Source: an optimization exercise on an open RTL-to-GDS flow (aim: small area, a short achievable clock period and few clock cycles per item). Production flows keep margins and buffers that such runs may drop. Only simulation tests tie the RTL to the original design; equivalence was not proved. Power figures rest on the tool's default switching activity, not on a simulated workload.

== 02-02 ==
==> flow/design.v (excerpt) <==
module mul_fu (
    input  logic        clk,
    input  logic        rst_n,
    input  logic        in_valid,
    input  logic [3:0]  in_ctrl,
    input  logic [31:0] in_a,
    input  logic [31:0] in_b,
    input  logic [6:0]  in_tag,
    output logic        in_ready,
    output logic        out_req,
    output logic [6:0]  out_tag,
    output logic [31:0] out_data,
    input  logic        out_grant
);
For scale: roughly 1800 cells after synthesis.
export LEC_CHECK = 0
export ABC_CLOCK_PERIOD_IN_PS = 2500
export CAP_MARGIN = 50
export CORE_MARGIN = 2
export CORE_UTILIZATION = 60
export CTS_BUF_LIST = sky130_fd_sc_hd__clkbuf_4 sky130_fd_sc_hd__clkbuf_8
export SLEW_MARGIN = 70
export SYNTH_HIERARCHICAL = 1
export SYNTH_MINIMUM_KEEP_SIZE = 0
create_clock -name core_clock -period 10.0 [get_ports {clk}]
standard.sh (not shown) runs the stock make flow with config.mk's settings and CLKGATE_MAP_FILE= SYNTH_SCRIPT=/design/flow/synth_recipe.tcl, a recipe that flattens the netlist after the stock synthesis.
==> flow/flow/run.sh <==
#!/bin/bash
# Standard ORFS layout (the standard.sh), with the port buffers made plain
# buffers (buf_2) instead of the delay buffer buffer_ports picks by default.
set -euo pipefail
bash standard.sh synth > synth.log 2>&1
bash standard.sh BUFFER_PORTS_ARGS="-buffer_cell sky130_fd_sc_hd__buf_2" finish > layout.log 2>&1
Looking at the reports, 02-02 completed the entire flow and the layout it produced met the timing, DRC and antenna checks.
Testbench counts of 02-02, summed over its fixed seeds: cycles 2,374, items 2,048.
--- input diff 02-02..03-06 ---
Settings: CTS_CLUSTER_DIAMETER newly set to 50; CTS_CLUSTER_SIZE newly set to 16; CAP_MARGIN changed from 50 to 30; SLEW_MARGIN changed from 70 to 50.
Results
- Of 03-06 and 02-02, the higher routing usage on met3 belongs to 02-02.
- Re met1 usage in global routing: 02-02 was lower than 03-06.
- Across both runs, proportion of power drawn by combinational gates was higher for 03-06 than for 02-02.


mul_fu again, from the RTL that the note above started with.
export LEC_CHECK = 0
export ABC_CLOCK_PERIOD_IN_PS = 2500
export CAP_MARGIN = 20
export CORE_MARGIN = 2
export CORE_UTILIZATION = 60
export CTS_BUF_LIST = sky130_fd_sc_hd__clkbuf_4 sky130_fd_sc_hd__clkbuf_8
export SLEW_MARGIN = 20
export SYNTH_HIERARCHICAL = 1
export SYNTH_MINIMUM_KEEP_SIZE = 0
create_clock -name core_clock -period 10.0 [get_ports {clk}]
Scripts as last shown in full above: flow/flow/run.sh
The starting point ran to the end with no violations.
Testbench counts at the start, summed over its fixed seeds: cycles 2,374, items 2,048.
Then changed:
CAP_MARGIN = 30   (was 20)
CORE_UTILIZATION = 70   (was 60)
PLACE_DENSITY = 0.75   (was default)
SLEW_MARGIN = 50   (was 20)
What happened:
- design area went up by about 0.3%
- total power grows by 0.48%
- area after synthesis is unchanged


## the previous run
mul_fu again, from the RTL that the note above started with.
Design mul_fu, start of the top module:
module mul_fu (
    input  logic        clk,
    input  logic        rst_n,
    input  logic        in_valid,
    input  logic [3:0]  in_ctrl,
    input  logic [31:0] in_a,
    input  logic [31:0] in_b,
    input  logic [6:0]  in_tag,
    output logic        in_ready,
    output logic        out_req,
    output logic [6:0]  out_tag,
    output logic [31:0] out_data,
    input  logic        out_grant
);
clock: 10.0 ns
lec_check: 0
abc_clock_period_in_ps: 2500
cap_margin: 30
core_margin: 2
core_utilization: 60
cts_buf_list: sky130_fd_sc_hd__clkbuf_16
cts_cluster_diameter: 60
cts_cluster_size: 24
slew_margin: 50
synth_hierarchical: 1
synth_minimum_keep_size: 0
Scripts as last shown in full above: flow/flow/run.sh
Per the final summary, the previous run finished and its layout is clean on timing, DRC and antenna.
Testbench counts of the previous run, summed over its fixed seeds: cycles 2,374, items 2,048.
The inputs of the current run differ from those of the previous run as listed below.
- CTS_CLUSTER_SIZE now 20, was 24
- CTS_BUF_LIST now sky130_fd_sc_hd__clkbuf_8 sky130_fd_sc_hd__clkbuf_16, was sky130_fd_sc_hd__clkbuf_16
[summary]
STATUS clock skew: the current run wins against the previous run
Count of clock-net buffers in the final layout: the current run higher than the previous run
Diff the previous run -> the current run | minimum clock period after layout | increase of 0.022 ns
Highest clock rate on the current run is down relative to the previous run.
Where setup slack is concerned, the previous run is better than the current run.


Starting RTL as in the previous note.
Settings: LEC_CHECK=0, ABC_CLOCK_PERIOD_IN_PS=2500, CAP_MARGIN=30, CORE_MARGIN=2, CORE_UTILIZATION=40, CTS_BUF_LIST=sky130_fd_sc_hd__clkbuf_4 sky130_fd_sc_hd__clkbuf_8, SLEW_MARGIN=50, SYNTH_HIERARCHICAL=1, SYNTH_MINIMUM_KEEP_SIZE=0; clock period 10.0 ns.
Scripts as last shown in full above: flow/flow/run.sh
The first run passed the timing, DRC and antenna checks.
Testbench counts at the start, summed over its fixed seeds: cycles 2,374, items 2,048.
Then changed:
Settings changed: CAP_MARGIN 30 to 50, SLEW_MARGIN 50 to 70.
Outcome: Fmax fell by 0.82%; clock power hardly moves; via count is higher by 2.0%; synthesized area does not change; count of clock-buffer cells in the layout goes up by 2.

==> port drivers added, routing unchanged <==
In the flow no input, the clock included, has a driving cell. The finished layouts below were timed again as built, in two steps.
Step 1 (the two cells are an assumption about what drives the block):
set clk [get_ports {clk}]
set_driving_cell -lib_cell sky130_fd_sc_hd__clkbuf_16 $clk
set_driving_cell -lib_cell sky130_fd_sc_hd__buf_2 [delete_from_list [all_inputs] $clk]
Step 2 moves the port delays by t, midway between the first and last clock arrival at a register: inputs arrive t later, outputs are due t later. That takes back most of the time a late clock gives input paths.
Slacks: ideal ports / drivers / drivers and shift; pairs: ideal ports / drivers.
| run | shift t [ns] | slack for setup (ns) | worst hold slack (ns) | slew at the worst register clock pin (ns) | pins driven straight from the clock port |
|---|---|---|---|---|---|
| 02-02 | 0.680 | 6.297 / 6.297 / 6.297 | 0.418 / 0.418 / 0.418 | 0.07 / 0.07 | 1 |
| 03-06 | 0.643 | 6.473 / 6.473 / 6.473 | 0.431 / 0.431 / 0.431 | 0.10 / 0.10 | 1 |
| the first run of note 2 | 0.659 | 6.368 / 6.368 / 6.368 | 0.419 / 0.419 / 0.419 | 0.07 / 0.07 | 1 |
| the second run of note 2 | 0.625 | 6.423 / 6.423 / 6.423 | 0.423 / 0.423 / 0.423 | 0.07 / 0.07 | 1 |
| the previous run | 0.611 | 6.485 / 6.485 / 6.485 | 0.420 / 0.420 / 0.420 | 0.08 / 0.08 | 1 |
| the current run | 0.614 | 6.464 / 6.464 / 6.464 | 0.424 / 0.424 / 0.424 | 0.08 / 0.08 | 1 |
| the first run of note 4 | 0.679 | 6.459 / 6.459 / 6.459 | 0.413 / 0.413 / 0.413 | 0.07 / 0.07 | 1 |
| the second run of note 4 | 0.685 | 6.430 / 6.430 / 6.430 | 0.412 / 0.412 / 0.412 | 0.07 / 0.07 | 1 |
After both steps setup and hold are still met in every run listed.
